Background: an optimization exercise with open tools, aiming at small area. Do not read the settings as production practice.
RTL that was checked went through simulation tests only; none was proved equivalent to the original.
The RTL of run 1 was laid out without a check of its function.
Power figures rest on the tool's default switching activity, not on a simulated workload.

==> flow/run.sh <==
#!/bin/bash
# The standard layout, with smaller port buffers and a leaner clock tree:
# every port still gets its own buffer (buf_1 instead of clkdlybuf4s50_1),
# and CTS builds from small clock buffers without dummy loads.
set -euo pipefail
cat >> config.mk <<'EOC'
export BUFFER_PORTS_ARGS = -buffer_cell sky130_fd_sc_hd__buf_1
export CTS_ARGS = -sink_clustering_enable -repair_clock_nets -dont_use_dummy_load -buf_list {sky130_fd_sc_hd__clkbuf_2 sky130_fd_sc_hd__clkbuf_4 sky130_fd_sc_hd__clkbuf_8}
EOC
bash standard.sh finish > make_finish.log 2>&1
==> standard.sh <==
#!/bin/bash
# synth_recipe.tcl (not shown) runs the flow's synth.tcl, then flattens the netlist and writes it again
# the make line also repeats each setting of config.mk as NAME=value (left out here)
make -C /OpenROAD-flow-scripts/flow DESIGN_CONFIG=/design/flow/config.mk WORK_HOME=/design/flow/orfs CLKGATE_MAP_FILE= SYNTH_SCRIPT=/design/flow/synth_recipe.tcl "${@:-finish}"
==> config.mk <==
export PLATFORM = sky130hd
export DESIGN_NAME = morse_top
export DESIGN_NICKNAME = morse_top
export VERILOG_FILES = /design/flow/design.v
export SDC_FILE = /design/flow/constraint.sdc
export NUM_CORES = 4
export LEC_CHECK = 0
export ABC_AREA = 1
export CAP_MARGIN = 20
export CORE_MARGIN = 2
export CORE_UTILIZATION = 40
export SLEW_MARGIN = 20
export BUFFER_PORTS_ARGS = -buffer_cell sky130_fd_sc_hd__buf_1
export CTS_ARGS = -sink_clustering_enable -repair_clock_nets -dont_use_dummy_load -buf_list {sky130_fd_sc_hd__clkbuf_2 sky130_fd_sc_hd__clkbuf_4 sky130_fd_sc_hd__clkbuf_8}
==> constraint.sdc <==
create_clock -name core_clock -period 20.0 [get_ports {clk}]
set_input_delay 4.0000 -clock core_clock [delete_from_list [all_inputs] [get_ports {clk}]]
set_output_delay 4.0000 -clock core_clock [all_outputs]
set_load 0.01 [all_outputs]
==> design.v <==
`timescale 1ns / 1ps
module decoder(
    input clk,
    input rst,           
    input en,            
    input long_key,
    input short_key,
    input send,
    input back_space,
    input reset,
    input wr,            
    output reg [14:0] Y_led,
    output reg error_out_of_length,
    output error_character,
    output reg error_decode,
    output reg [3:0] cnt_character,
    output reg [5:0] code,
    output reg pend
);
reg [1:0] extra;
reg [2:0] k_long, k_short, k_back, k_send;
reg [3:0] k_reset;
wire full = error_out_of_length;
assign error_character = cnt_character[3];
wire h_long  = long_key & (&k_long);
wire h_short = short_key & (&k_short);
wire h_back  = back_space & (&k_back);
wire h_send  = send & (&k_send);
wire h_reset = k_reset[3] | (reset & (&k_reset[2:0]));
wire a_long  = h_long;
wire a_short = ~h_long & h_short;
wire a_back  = ~h_long & ~h_short & h_back;
wire a_send  = ~h_long & ~h_short & ~h_back & h_send;
wire a_reset = ~h_long & ~h_short & ~h_back & ~h_send & h_reset;
wire a_any   = h_long | h_short | h_back | h_send | h_reset;
wire [15:0] z;
assign z[15] = 1'b1;
genvar g;
generate
    for (g = 0; g < 15; g = g + 1) begin : g_z
        assign z[g] = z[g + 1] & ~Y_led[g];
    end
endgenerate
wire [14:0] at;
assign at[0] = z[0];
assign at[1] = 1'b0;
generate
    for (g = 2; g < 15; g = g + 1) begin : g_at
        assign at[g] = Y_led[g - 2] & z[g - 1];
    end
endgenerate
wire [16:0] last;
assign last[13:0] = {14{~full}} & at[13:0];
assign last[14] = full ? (~Y_led[14] & ~Y_led[13]) : at[14];
assign last[15] = full & ~Y_led[14] & Y_led[13];
assign last[16] = full & Y_led[14];
wire empty = ~full & z[0];
localparam [63:0] CODE_OK = 64'hd101808b3fd7fffc;
wire code_ok = CODE_OK[code];
wire send_ok = ~cnt_character[3] & ~empty & (extra == 2'd0) & code_ok;
wire push_long  = a_long & ~full & ~at[14];
wire push_short = a_short & ~full;
wire push = push_long | push_short;
wire pop  = a_back & ~empty;
reg [14:0] y_n;
integer i;
always @(*)
    for (i = 0; i < 15; i = i + 1)
        y_n[i] = (Y_led[i] & ~(a_send | a_reset) & ~(a_back & (last[i + 2] | last[i + 3])))
               | (push_long & (at[i] | (i > 0 ? at[i - 1] : 1'b0)))
               | (push_short & at[i]);
always @(posedge clk)
if (rst) begin
    Y_led <= 15'd0;
    error_out_of_length <= 1'b0;
    cnt_character <= 4'd0;
    error_decode <= 1'b0;
    code <= 6'd1;
    extra <= 2'd0;
    pend <= 1'b0;
    k_long <= 3'd0;
    k_short <= 3'd0;
    k_back <= 3'd0;
    k_send <= 3'd0;
    k_reset <= 4'd0;
end else begin
    if (wr) begin
        pend <= 1'b0;
        code <= 6'd1;
    end
    if (en) begin
        error_decode <= 1'b0;
        Y_led <= y_n;
        if (a_long)
            error_out_of_length <= full | at[12] | at[13] | at[14];
        else if (a_short)
            error_out_of_length <= full | at[13] | at[14];
        else if (a_any)
            error_out_of_length <= 1'b0;
        k_long  <= a_any ? 3'd0 : k_long + long_key;
        k_short <= a_any ? 3'd0 : k_short + short_key;
        k_back  <= a_any ? 3'd0 : k_back + back_space;
        k_send  <= a_any ? 3'd0 : k_send + send;
        k_reset <= (a_any & ~a_long) ? 4'd0 : k_reset + (reset & ~k_reset[3]);
        if (a_reset || (a_send && !send_ok)) begin
            code <= 6'd1;
            extra <= 2'd0;
        end else if (push) begin
            if (pend)
                code <= {5'b00001, a_long};
            else if (code[5] || extra != 2'd0)
                extra <= extra + 2'd1;
            else
                code <= {code[4:0], a_long};
        end else if (pop) begin
            if (extra != 2'd0)
                extra <= extra - 2'd1;
            else
                code <= {1'b0, code[5:1]};
        end
        if (a_send) begin
            if (send_ok) begin
                cnt_character <= cnt_character + 4'd1;
                pend <= 1'b1;
            end else if (!cnt_character[3])
                error_decode <= 1'b1;
        end
        if (a_reset) begin
            cnt_character <= 4'd0;
            pend <= 1'b0;
        end
    end
end
endmodule
`timescale 1ns / 1ps
module seg_tube(
    input switch,               
    input mode_selection,       
    input clk,
    input rst,                  
    output [7:0] DIG,           
    input [5:0] code,           
    input pend,
    input [3:0] cnt_characters,
    input [63:0] store,
    output wr,                  
    output [7:0] Y              
);
reg [2:0] scan_cnt;
reg [4:0] mode;
reg [9:0] mode_cnt;
reg [47:0] ring;
wire [3:0] last = cnt_characters - 4'd1;
assign wr = pend & (scan_cnt == last[2:0]);
wire [5:0] cur = wr ? code : ring[5:0];
always @(posedge clk)
    ring <= {cur, ring[47:6]};
always @(posedge clk)
if (rst) begin
    scan_cnt <= 3'd0;
    mode_cnt <= 10'd0;
    mode <= 5'd0;
end else begin
    scan_cnt <= scan_cnt + 3'd1;
    if (mode_selection) begin
        mode_cnt <= 10'd0;
        mode <= 5'd0;
    end else if (mode_cnt == 10'd599) begin
        mode_cnt <= 10'd0;
        mode <= (mode == 5'd23) ? 5'd0 : mode + 5'd1;
    end else
        mode_cnt <= mode_cnt + 10'd1;
end
localparam [63:0] CH0 = 64'hd1010089244465b4;
localparam [63:0] CH1 = 64'hd100808a38c11ab0;
localparam [63:0] CH2 = 64'hd101800b2b83faf0;
localparam [63:0] CH3 = 64'hd00100891d92db1c;
localparam [63:0] CH4 = 64'h900100801557feec;
localparam [63:0] CH5 = 64'hd10100032f556eac;
localparam [63:0] CH6 = 64'h5001008b3b45b96c;
wire [6:0] ch = {CH6[cur], CH5[cur], CH4[cur], CH3[cur], CH2[cur], CH1[cur], CH0[cur]};
localparam [255:0] WEL0 = 256'h10204091224489020408000f6f6b6b6f6f61f1f3d3d;
localparam [255:0] WEL1 = 256'h102040811224488102040807f7fffffffff1c1c4a4a;
localparam [255:0] WEL2 = 256'h10204081122448810204080fdfdeded6d6d1a1a4f4f;
localparam [255:0] WEL3 = 256'h103070f1e3c78f0e0c08000f6f69696f6f60f0f3737;
localparam [255:0] WEL4 = 256'h103070f1f3e7cf8f0e0c08096961616d6d60d0d7272;
localparam [255:0] WEL5 = 256'h103070f1f3e7cf8f0e0c0809494a4a464641b1b7777;
localparam [255:0] WEL6 = 256'h103060c183060c080e2e29292b2b206065555;
wire [7:0] ws = {mode, scan_cnt};
wire [6:0] wel = {WEL6[ws], WEL5[ws], WEL4[ws], WEL3[ws], WEL2[ws], WEL1[ws], WEL0[ws]};
wire show = {1'b0, scan_cnt} < cnt_characters;
wire [2:0] byte_sel = ~scan_cnt;
reg [6:0] seg;
always @(*)
    if (switch)
        seg = store[{byte_sel, 3'b000} +: 7];
    else if (mode_selection)
        seg = show ? ~ch : 7'b111_1111;
    else
        seg = ~wel;
assign Y = {1'b1, seg};
assign DIG = switch ? ~(8'b0000_0001 << scan_cnt) : ~(8'b1000_0000 >> scan_cnt);
endmodule
`timescale 1ns / 1ps
module morse_top(
    input clk,                  
    input rst,                  
    input enable,               
    input EN,                   
    input [63:0] store,         
    input long_key,             
    input short_key,            
    input send_decoder,         
    input back_space_decoder,   
    input reset,                
    output [14:0] Y_led,
    output error_out_of_length,
    output error_character,
    output error_decode,
    output [7:0] seg_bit_selection,
    output [7:0] seg_selection
);
wire [3:0] cnt_character;
wire [5:0] code;
wire pend, wr;
decoder u_decoder(
    .clk(clk),
    .rst(rst),
    .en(enable),
    .long_key(long_key),
    .short_key(short_key),
    .send(send_decoder),
    .back_space(back_space_decoder),
    .reset(reset),
    .wr(wr),
    .Y_led(Y_led),
    .error_out_of_length(error_out_of_length),
    .error_character(error_character),
    .error_decode(error_decode),
    .cnt_character(cnt_character),
    .code(code),
    .pend(pend)
);
seg_tube u_seg_tube(
    .switch(EN),
    .mode_selection(enable),
    .clk(clk),
    .rst(rst),
    .DIG(seg_bit_selection),
    .code(code),
    .pend(pend),
    .cnt_characters(cnt_character),
    .store(store),
    .wr(wr),
    .Y(seg_selection)
);
endmodule
==> results of run 1 <==
Yosys cell counts, types with 2 or more instances:
master and instances:
nand2_1 192, nor2_1 134, o21ai_0 118, dfxtp_1 112, inv_1 104, nand3_1 60
a21oi_1 56, ha_1 39, clkbuf_1 31, o211ai_1 23, nor3_1 18, nand4_1 15
a31oi_1 11, o22ai_1 11, o221ai_1 10, a211oi_1 9, a32o_1 8, nor4_1 8
inv_2 6, buf_4 5, nor2_2 5, o21ai_1 5, o31ai_1 5, and3_1 4
nor3b_1 4, a22oi_1 3, buf_1 3, clkinv_1 3, o2111ai_1 3, o21ai_2 3
o21ai_4 3, xnor2_1 3, xor2_1 3, a41oi_1 2, buf_2 2, nand3_2 2
power groups by stage:
stage	clock network, uW	logic [uW]	registers [uW]
floorplan	0	46.0	234
global placement	0	71.1	234
detailed placement	0	70.9	234
global route	123	80.4	229
finish	109	71.6	229
CTS	115	71.3	229
worst min-delay path by stage:
stage	startpoint	endpoint	slack (ps)
5_1_grt	u_seg_tube.ring[20]	u_seg_tube.ring[14]	310
3_5_place_dp	u_seg_tube.ring[6]	u_seg_tube.ring[0]	310
3_3_place_gp	u_seg_tube.ring[39]	u_seg_tube.ring[33]	310
2_1_floorplan	u_seg_tube.ring[6]	u_seg_tube.ring[0]	310
4_1_cts	u_seg_tube.ring[20]	u_seg_tube.ring[14]	320
6_report	u_seg_tube.ring[20]	u_seg_tube.ring[14]	320
worst max-delay path, cell delays in order:
cell and delay [ps]:
buf_1 70, buf_4 330, clkinv_1 620, a21oi_1 660, nand3_1 150, nand3_1 120
nand2_1 90, buf_1 130
metal layers:
| layer | up-vias | global-route usage | wire length [um] |
|---|---|---|---|
| met5 | - | 0 | 0 |
| met4 | 0 | 0.08333 | 514 |
| met3 | 46 | 0.04288 | 1263 |
| met2 | 280 | 0.3559 | 8957 |
| met1 | 3283 | 0.2804 | 9087 |
| li1 | 3697 | - | - |
layout make-up:
class	instances	share of cell area
tap	225	0.03675
multi-input combinational	772	0.5426
inverter	113	0.05537
clock buffer	9	0.01617
timing repair buffer	106	0.05635
sequential	112	0.2927
cell families after synthesis:
| group | synth area share |
|---|---|
| AND/OR/NAND/NOR | 0.2710 |
| buffers and inverters | 0.08711 |
| flip-flops | 0.3199 |
| other | 0.0005350 |
| XOR/XNOR | 0.007499 |
| AO/OA/AOI/OAI | 0.2444 |
| adder cells (fa/ha/maj) | 0.06962 |
flip-flops by register name, indices dropped and copies added, names as in the netlist:
| name | count |
|---|---|
| u_decoder.k_long | 3 |
| u_decoder.k_short | 3 |
| u_decoder.Y_led | 15 |
| u_seg_tube.scan_cnt | 3 |
| u_seg_tube.mode | 5 |
| u_decoder.k_back | 3 |
| u_decoder.code | 6 |
| u_decoder.k_send | 3 |
| u_seg_tube.mode_cnt | 10 |
| u_decoder.error_out_of_length | 1 |
| u_decoder.cnt_character | 4 |
| u_seg_tube.ring | 48 |
| u_decoder.pend | 1 |
| u_decoder.extra | 2 |
| u_decoder.k_reset | 4 |
| u_decoder.error_decode | 1 |
stage by stage:
stage / util / worst slack [ps] / hold WS [ps] / power (uW) / instance area (um2)
after CTS: 0.4444 / 9834 / 316.7 / 414.6 / 7660
after floorplan: - / 11210 / 309.6 / 280.5 / 7009
final: 0.4444 / 9808 / 320.4 / 409.9 / 7660
after global routing: 0.4444 / 9547 / 314.0 / 432.6 / 7660
after global placement: 0.4372 / 9859 / 309.8 / 304.9 / 7536
after detailed placement: 0.4372 / 9839 / 312.1 / 304.8 / 7536
==> impl.org, run 1 <==
** STA
- Derived from the worst setup path, the maximum achievable clock frequency is between 90 and 100 MHz.
- Setup Viol. Count Final :: 0
- The final hold violation count is 0.
- Post-layout minimum cycle time :: between 10000 and 15000 ps
- The number of pins exceeding their max-slew limit in the final report came to 0.
- Setup repair after global routing missed its margin :: no
- Slew at the pin with the worst max-slew slack :: 834.3 ps
- Final worst-path cycle share :: 0.5096
- The clock arrives with 47.15 ps of skew.
- Setup TNS :: 0 ps
- Slew margin rel. :: 0.4430

** Die
- 107 I/O pins were placed.
- The die covers 18600 um2.
- Number of rows in the core area :: 48
- From bottom edge to top edge, the die measures 136.4 um.
- Die Span X :: 136.4 um
- Placeable Area :: 17240 um2
- Effective utilization at floorplan :: 0.4066

** Finish
- Number of filler instances in the final layout :: 1854
- The repair_antennas step left the layout with diodes totalling 0.
- Post-Layout Cell Count :: 1337
- Area growth from synthesis to layout :: 9.282%
- The net count of the finished layout is between 1000 and 1500.
- Most frequent cells in the layout :: nand2_1, nor2_1, o21ai_0, dfxtp_1, inv_1
- Across the whole layout, storage elements account for approximately 2200 um2.
- Leaving out fill and tap cells, the most frequent cell in the layout is nand2_1.
- Layout cells sized above 1 :: 0.03777
- Summing all multi-input logic gate instances after layout gives 4156 um2.

** Setup path
- Setup crit start :: enable
- For the worst setup path, the data required time is 16000 ps.
- Sort of element at the start of the critical path :: input pin
- Worst setup EP type :: primary output
- Along the worst path, the maximum fanout reaches 31.
- The worst register-to-register path ends at u_decoder.extra[1].
- Critical path data arrival time :: ~6200 ps
- Beginning of the worst register-to-register path :: u_decoder.k_long[1]
- Worst reg2reg path depth :: 15
- Across all register-to-register paths, the minimum setup slack is 17380 ps.
- Class of the most critical setup path :: in2out
- End point of the critical path :: seg_selection[1]

** Yosys
- After synthesis the netlist holds a flip-flop and latch count of 112.
- Gate count of the mapped netlist :: slightly above 1000
- After synthesis, the share of flip-flops with an asynchronous set or reset is 0.
- Area of the mapped netlist :: about 7000 um2
- Cell types occupying the most area after synthesis :: dfxtp_1, nand2_1, o21ai_0
- Portion of synthesized cell area occupied by the leading cell type :: 0.3199
- Average instance area after synthesis :: between 6 and 7 um2
- Synthesized Nets :: 1151
- Register area share after synthesis :: 0.3199
- Number of synthesized flops with an enable pin :: 0
- Largest area contributor in the synthesized netlist :: dfxtp_1
- Dominant synthesized flop cell :: dfxtp_1
- Yosys mapped the design onto 52 distinct sky130hd cell types.
- Yosys printed 3 warnings.

** Status
- Status :: complete, no violations

** Clocking
- TritonCTS built the clock tree.
- Later-pin clock latency in the skew report :: approximately 400 ps
- In this run the deepest clock path goes through 2 buffers.
- After clock tree synthesis, the clock-pin slew on the worst setup and hold paths is 120 ps.
- Once the clock tree was built, the resizer swapped 0 gates to a different size.
- The clock tree synthesis step divided the H-tree into 3 levels.
- Cell at the root of the clock tree :: clkbuf_8
- Once the clock tree was built, the setup fixing pass inserted 0 buffers.
- CTS buffer count :: 9
- Number of hold buffers added after CTS :: 0
- Count of clock tree sinks :: 112

** Global route
- Entering global routing, the biggest net connects 43 pins.
- The total overflow left after global routing is 0.
- The number of global-route vias before repair was 6704.
- The first global-routing pass estimated about 32000 um of wire.
- The number of antenna violations at the first check in global routing is 0.
- Combined global-route utilization of all metal layers :: 0.2169

** Detailed routing
- DR iter-0 viols :: 564
- Via-to-Cell Ratio :: between 5 and 6
- After detailed routing, the number of remaining DRC violations is 0.
- Before antenna repair, the detailed router went through 5 iterations.
- Average detailed-routed wire length per instance :: 14.83 um
- Detailed-route wire length :: 19820 um
- The count of nets left with antenna violations once routing finished came out at 0.
- Routed vias :: roughly 7300

** Placed design
- Once placement completed, the tool counted placed cells totaling between 1000 and 1500.
- At the end of routability-driven placement, the weighted congestion stood at between 0.9 and 1.
- Port buffering added 97 buffers.
- Total half-perimeter wirelength after legalization and detailed placement :: between 10000 and 15000 um

** Pwr
- Of the total power, registers draw 0.558.
- P_sw :: between 100 and 150 uW
- Of the total power, the share spent switching nets is 0.2897.
- Pwr Density :: 53.51 nW/um2
- Standby leakage power :: roughly 0.0032 uW
- Clock network fraction of design power :: 0.267
- The internal portion of the total power is roughly 290 uW.
- The worst-case IR drop observed on VDD is 0.00002786 V.
- Gate power share :: 0.175

** Hold path
- In this run the worst hold path is classified as reg2reg.
- Hold Crit Depth :: 0

** Flow run
- Across the run, the number of max-cap violations was 0.
==> inputs of run 2 (changes only) <==
--- a/design.v
+++ b/design.v
@@ -10,17 +10,18 @@
     input reset,
     input wr,            
     output reg [14:0] Y_led,
-    output reg error_out_of_length,
+    output error_out_of_length,
     output error_character,
     output reg error_decode,
     output reg [3:0] cnt_character,
     output reg [5:0] code,
     output reg pend
 );
+reg [3:0] cnt_code;
 reg [1:0] extra;
 reg [2:0] k_long, k_short, k_back, k_send;
 reg [3:0] k_reset;
-wire full = error_out_of_length;
+assign error_out_of_length = &cnt_code;
 assign error_character = cnt_character[3];
 wire h_long  = long_key & (&k_long);
 wire h_short = short_key & (&k_short);
@@ -33,46 +34,70 @@
 wire a_send  = ~h_long & ~h_short & ~h_back & h_send;
 wire a_reset = ~h_long & ~h_short & ~h_back & ~h_send & h_reset;
 wire a_any   = h_long | h_short | h_back | h_send | h_reset;
-wire [15:0] z;
-assign z[15] = 1'b1;
-genvar g;
-generate
-    for (g = 0; g < 15; g = g + 1) begin : g_z
-        assign z[g] = z[g + 1] & ~Y_led[g];
-    end
-endgenerate
-wire [14:0] at;
-assign at[0] = z[0];
-assign at[1] = 1'b0;
-generate
-    for (g = 2; g < 15; g = g + 1) begin : g_at
-        assign at[g] = Y_led[g - 2] & z[g - 1];
-    end
-endgenerate
-wire [16:0] last;
-assign last[13:0] = {14{~full}} & at[13:0];
-assign last[14] = full ? (~Y_led[14] & ~Y_led[13]) : at[14];
-assign last[15] = full & ~Y_led[14] & Y_led[13];
-assign last[16] = full & Y_led[14];
-wire empty = ~full & z[0];
 localparam [63:0] CODE_OK = 64'hd101808b3fd7fffc;
 wire code_ok = CODE_OK[code];
-wire send_ok = ~cnt_character[3] & ~empty & (extra == 2'd0) & code_ok;
-wire push_long  = a_long & ~full & ~at[14];
-wire push_short = a_short & ~full;
-wire push = push_long | push_short;
-wire pop  = a_back & ~empty;
+wire send_ok = ~cnt_character[3] & (cnt_code != 4'd0) & (extra == 2'd0) & code_ok;
 reg [14:0] y_n;
+reg [3:0] c_n;
+reg push, pop, clr;
 integer i;
-always @(*)
-    for (i = 0; i < 15; i = i + 1)
-        y_n[i] = (Y_led[i] & ~(a_send | a_reset) & ~(a_back & (last[i + 2] | last[i + 3])))
-               | (push_long & (at[i] | (i > 0 ? at[i - 1] : 1'b0)))
-               | (push_short & at[i]);
+always @(*) begin
+    y_n = Y_led;
+    c_n = cnt_code;
+    push = 1'b0;
+    pop = 1'b0;
+    clr = 1'b0;
+    if (a_long) begin
+        if (cnt_code <= 4'd13) begin
+            for (i = 0; i < 15; i = i + 1)
+                if (i == cnt_code || i == cnt_code + 1) y_n[i] = 1'b1;
+            c_n = (cnt_code >= 4'd12) ? 4'd15 : cnt_code + 4'd3;
+            push = 1'b1;
+        end else
+            c_n = 4'd15;
+    end else if (a_short) begin
+        if (cnt_code <= 4'd14) begin
+            for (i = 0; i < 15; i = i + 1)
+                if (i == cnt_code) y_n[i] = 1'b1;
+            c_n = (cnt_code >= 4'd13) ? 4'd15 : cnt_code + 4'd2;
+            push = 1'b1;
+        end
+    end else if (a_back) begin
+        if (cnt_code == 4'd15) begin
+            pop = 1'b1;
+            if (Y_led[14] && Y_led[13]) begin
+                y_n[14] = 1'b0; y_n[13] = 1'b0; c_n = 4'd13;
+            end else if (Y_led[14]) begin
+                y_n[14] = 1'b0; c_n = 4'd14;
+            end else if (Y_led[13] && Y_led[12]) begin
+                y_n[13] = 1'b0; y_n[12] = 1'b0; c_n = 4'd12;
+            end else if (Y_led[13]) begin
+                y_n[13] = 1'b0; c_n = 4'd13;
+            end else if (Y_led[12] && !Y_led[11]) begin
+                y_n[12] = 1'b0; c_n = 4'd12;
+            end else if (Y_led[12]) begin
+                y_n[12] = 1'b0; y_n[11] = 1'b0; c_n = 4'd11;
+            end
+        end else if (cnt_code > 4'd2) begin
+            pop = 1'b1;
+            for (i = 0; i < 15; i = i + 1)
+                if (i + 2 == cnt_code || i + 3 == cnt_code) y_n[i] = 1'b0;
+            c_n = Y_led[cnt_code - 4'd3] ? cnt_code - 4'd3 : cnt_code - 4'd2;
+        end else begin
+            y_n = 15'd0;
+            c_n = 4'd0;
+            clr = 1'b1;
+        end
+    end else if (a_send || a_reset) begin
+        y_n = 15'd0;
+        c_n = 4'd0;
+        clr = ~(a_send & send_ok);
+    end
+end
 always @(posedge clk)
 if (rst) begin
     Y_led <= 15'd0;
-    error_out_of_length <= 1'b0;
+    cnt_code <= 4'd0;
     cnt_character <= 4'd0;
     error_decode <= 1'b0;
     code <= 6'd1;
@@ -91,18 +116,13 @@
     if (en) begin
         error_decode <= 1'b0;
         Y_led <= y_n;
-        if (a_long)
-            error_out_of_length <= full | at[12] | at[13] | at[14];
-        else if (a_short)
-            error_out_of_length <= full | at[13] | at[14];
-        else if (a_any)
-            error_out_of_length <= 1'b0;
+        cnt_code <= c_n;
         k_long  <= a_any ? 3'd0 : k_long + long_key;
         k_short <= a_any ? 3'd0 : k_short + short_key;
         k_back  <= a_any ? 3'd0 : k_back + back_space;
         k_send  <= a_any ? 3'd0 : k_send + send;
         k_reset <= (a_any & ~a_long) ? 4'd0 : k_reset + (reset & ~k_reset[3]);
-        if (a_reset || (a_send && !send_ok)) begin
+        if (clr) begin
             code <= 6'd1;
             extra <= 2'd0;
         end else if (push) begin
==> run.sh (new file) <==
#!/bin/bash
# synth_recipe.tcl (not shown) runs the flow's synth.tcl, then flattens the netlist and writes it again
# the make line also repeats each setting of config.mk as NAME=value (left out here)
make -C /OpenROAD-flow-scripts/flow DESIGN_CONFIG=/design/flow/config.mk WORK_HOME=/design/flow/orfs CLKGATE_MAP_FILE= SYNTH_SCRIPT=/design/flow/synth_recipe.tcl finish
==> config.mk (replaced) <==
export PLATFORM = sky130hd
export DESIGN_NAME = morse_top
export DESIGN_NICKNAME = morse_top
export VERILOG_FILES = /design/flow/design.v
export SDC_FILE = /design/flow/constraint.sdc
export NUM_CORES = 4
export LEC_CHECK = 0
export ABC_AREA = 1
export CAP_MARGIN = 20
export CORE_MARGIN = 2
export CORE_UTILIZATION = 40
export SLEW_MARGIN = 20
removed: flow/run.sh
removed: standard.sh
==> run 2 against run 1 <==
Still clean on timing, DRC and antenna. Synthesized cell count rose by 17%. Register-to-register slack got worse by 240 ps. Cell area rose by 26%. Critical path depth rose by 1. Non-clock buffer count fell by 2. Global-route usage rose by 0.47 points. Area after synthesis rose by 14%. Sequential power rose by 2%. Critical path type unchanged.
==> impl.org, run 2 <==
** Hold path
- Counting instances, the worst hold path has a depth of 0.
- Terminating pin of the worst hold path :: u_seg_tube.ring[24]
- In this run the worst hold path is classified as reg2reg.
- Hold Path Origin :: u_seg_tube.ring[30]

** Finish
- The library cells used most frequently in the layout, excluding fill and tap cells, are nand2_1, nor2_1, dfxtp_1, inv_1, clkdlybuf4s50_1.
- After the last flow step, the layout net total stands at approximately 1400.
- The library cell used most frequently in the layout, excluding fill and tap cells, is nand2_1.
- The repair_antennas step left the layout with diodes totalling 0.
- Largest regs :: u_seg_tube.ring (48), u_decoder.Y_led (15), u_seg_tube.mode_cnt (10)
- Of the cells placed in the final design, the portion with a size suffix greater than 1 is 0.05666.
- Top reg by flops :: u_seg_tube.ring
- Area growth from synthesis to layout :: 21.62%
- The register with the most flip-flops in the layout has 48 of them.

** Flow run
- Across the run, the number of max-cap violations was 0.

** Die
- Top-Level Pins :: 107
- Number of rows in the core area :: 51
- In this run the vertical extent of the chip is between 100 and 150 um.
- Die area :: between 20000 and 25000 um2
- From left edge to right edge, the die measures 145.1 um.
- The initial utilization of the core area, before any placement, comes to 0.4089.
- Placeable Area :: 19460 um2

** Clocking
- CTS buffer count :: 17
- No sink is reached through more buffers than the 2 on the longest clock path.
- TritonCTS built the clock tree.
- Once the clock tree was built, the setup fixing pass inserted 0 buffers.
- In this run, post-CTS hold repair placed 0 buffers.
- CTS placed an instance of clkbuf_16 at the clock tree root.
- Post-CTS Resized :: 0
- The H-tree was split into 4 levels.
- Clock input transition at the sequential cells of the worst setup and hold paths :: 60 ps
- The clock net in this run drives a total of 115 sinks.
- The clock reaches the later pin of the worst-skew pair after 410 ps.

** Detailed routing
- In the detailed route, the total length drawn on met3 is 1498 um.
- For this block, the via count after detailed routing is 8458.
- Post-detailed-route DRC marker count :: 0
- Average detailed-routed wire length per instance :: 15.40 um
- TritonRoute pass-1 iters :: 6
- After detailed routing, the number of vias per cell comes to 5.384.
- The detailed router put a total of around 12000 um of wire on met1.
- Max layer used :: met4
- The detail route stage leaves a number of antenna-violating nets equal to 0.
- Detailed-route wire length :: 24190 um
- After the first detailed-routing iteration, the DRC count stood at 990.
- Summed over all nets, wire length on met2 after detailed routing comes to 10830 um.

** Setup path
- The setup check on the worst reg-to-reg path leaves a slack of 17140 ps.
- For the worst setup path, the data required time is 16000 ps.
- Beginning of the worst register-to-register path :: u_decoder.k_long[1]
- Class of the most critical setup path :: in2out
- Largest fanout of any net on the critical path :: 19
- Reg-to-reg critical path endpoint :: u_decoder.Y_led[9]
- Worst reg2reg path depth :: 10
- STA classifies the critical path startpoint as an input pin.
- Worst setup EP type :: primary output
- Data arrives at the worst endpoint at approximately 6800 ps.

** Yosys
- During synthesis, Yosys emitted a total of 2 warnings.
- Gate count of the mapped netlist :: between 1000 and 1500
- Synthesized Nets :: around 1300
- Async S/R FF share, synth :: 0
- Largest area contributor in the synthesized netlist :: dfxtp_1
- Most repeated cell in the gate-level netlist after synthesis :: nand2_1
- Synthesis instantiated 53 different standard cells from the library.
- Sorting the synthesized cells by area gives the leading types as dfxtp_1, nand2_1, ha_1.
- Portion of synthesized cell area occupied by the leading cell type :: 0.2893
- Average instance area after synthesis :: about 6.5 um2
- Most common library cells after synthesis :: nand2_1, nor2_1, dfxtp_1
- The synthesized design contains 0 enable-type register cells.
- Seq cells post-synth :: 115
- Register area share after synthesis :: 0.2893
- Dominant synthesized flop cell :: dfxtp_1
- The synthesized netlist occupies a cell area of 7959 um2.

** Pwr
- The analysis attributes to cell leakage a power of about 0.0041 uW.
- For this design the ratio of total power to cell area is 63.15 nW/um2.
- Worst-case vdd ir drop :: 0.00005642 V

** STA
- Setup Viol. Count Final :: 0
- Fin Clk Skew :: roughly 6.7 ps
- The final hold violation count is 0.
- Setup repair after global routing missed its margin :: no
- For this run, the top clock speed supported by timing is ~92 MHz.
- The number of pins exceeding their max-slew limit in the final report is 0.
- After layout, the minimum clock period comes to between 10000 and 15000 ps.
- In the finished design, the share of the clock period the worst path needs comes to 0.5407.
- Summed over all failing endpoints, the final setup total negative slack is 0 ps.
- The worst pin sits at a relative slew slack of 0.2930.
- For the pin with the worst max-slew slack, the measured transition is 1057 ps.
- Slack of the critical path :: 9186 ps

** Global route
- Vias in the first global route :: 7324
- Pin count of the biggest net entering global routing :: 45
- First-pass GRT wire length :: 38590 um
- Combined global-route utilization of all metal layers :: 0.2216
- Residual overflow from global routing :: 0
- The number of antenna violations at the first check in global routing is 0.

** Status
- The flow ran to the end and the layout has no timing, DRC or antenna violations.

** Placed design
- The congestion estimate from routability-driven global placement came to 0.9278.
- Worst setup slack after placement :: 9191 ps
- IO buf count :: 97
- Detailed placement finished with a half-perimeter wire length of 17560 um.
==> run 2: cell types whose count changed in the layout (fill, tap and decap cells not counted), moves of 12 or more <==
cell,previous run,this run
nand4_1,15,27
clkdlybuf4s50_1,0,97
nand2_1,192,271
buf_1,97,0
a21oi_1,56,88
clkbuf_16,0,17
o21ai_0,118,95
nand3_1,60,86
==> run 2: worst max path at each step <==
stage,end,cells after the start,start
after floorplan,seg_selection[4],8,enable
after global placement,seg_selection[4],9,enable
after detailed placement,seg_selection[4],9,enable
after CTS,seg_selection[4],9,enable
after global routing,seg_selection[4],9,enable
final,seg_selection[4],9,enable
==> run 2: metal layers <==
| metal | vias up | global-route usage |
|---|---|---|
| li1 | 4301 | - |
| met2 | 299 | 0.3419 |
| met3 | 28 | 0.03428 |
| met1 | 3830 | 0.3216 |
| met4 | 0 | 0.05980 |
| met5 | - | 0 |
==> run 2: cells by family (layout without fill, tap and decap cells) <==
logic type	Yosys count	in the layout	share of synthesized area
other	1	1	0.0004712
AO/OA/AOI/OAI	282	282	0.2116
multiplexers	3	3	0.003773
XOR/XNOR	6	6	0.006603
adder cells (fa/ha/maj)	49	49	0.07703
AND/OR/NAND/NOR	588	588	0.3223
flip-flops	115	115	0.2893
buffers and inverters	174	262	0.08898
==> run 2: stage by stage <==
stage / instance area (um2) / power, uW / std cells / utilization / hold slack [ps]
finish: 9679 / 611.3 / 1571 / 0.4973 / 324.4
detailed placement: 9079 / 311.0 / 1539 / 0.4665 / 312.1
CTS: 9677 / 617.3 / 1571 / 0.4972 / 325.2
global route: 9679 / 635.9 / 1571 / 0.4973 / 327.5
global placement: 9079 / 311.2 / 1539 / 0.4665 / 310.9
floorplan: 7959 / 278.3 / 1218 / - / 309.6
==> run 2: power breakdown <==
part	internal (uW)	switching, uW
logic	33.0	39.9
clock network	187	118
registers	231	2.53
total	451	160
==> run 2: area by class of cell <==
class                   count  area, um2
repair buffers            104       1023
clock inverters            15      172.7
multi-input cells         929       4951
clock buffers              17      425.4
flip-flops and latches    115       2302
fillers                  1972       9783
inverters                 126      473.0
well taps                 265      331.6
==> run 2: worst max-delay path: stages <==
cell	delay [ps]
clkdlybuf4s50_1	970
clkinv_1	510
nor2_1	420
inv_1	100
a21oi_1	120
nand2_1	80
nand2_1	60
nand2_1	40
clkdlybuf4s50_1	490

re-timing with driven ports:
Ports are ideal in the flow. The routed layouts listed here were re-timed in OpenROAD. Step 1 assumes that a clkbuf_16 drives the clock port and a buf_2 every other input. Step 2 adds t to the input delays and takes it off the output delays; t is the mean of the earliest and latest rising clock arrival at the registers after step 1. Input paths then give back, and output paths get back, about the clock's delay inside the block. a / b / c = ideal / step 1 / step 2; a / b = the first two.
run | t (ns) | slack for setup (ns) | latest minus earliest clock arrival (ns) | worst register clock-pin slew, ns | worst data-port slew with drivers (ns)
run 1 | 0.414 | 9.808 / 9.786 / 9.786 | 0.049 / 0.049 | 0.12 / 0.12 | 0.04
run 2 | 0.456 | 9.186 / 9.164 / 9.164 | 0.007 / 0.007 | 0.06 / 0.06 | 0.05
After both steps setup and hold are still met in every run listed.
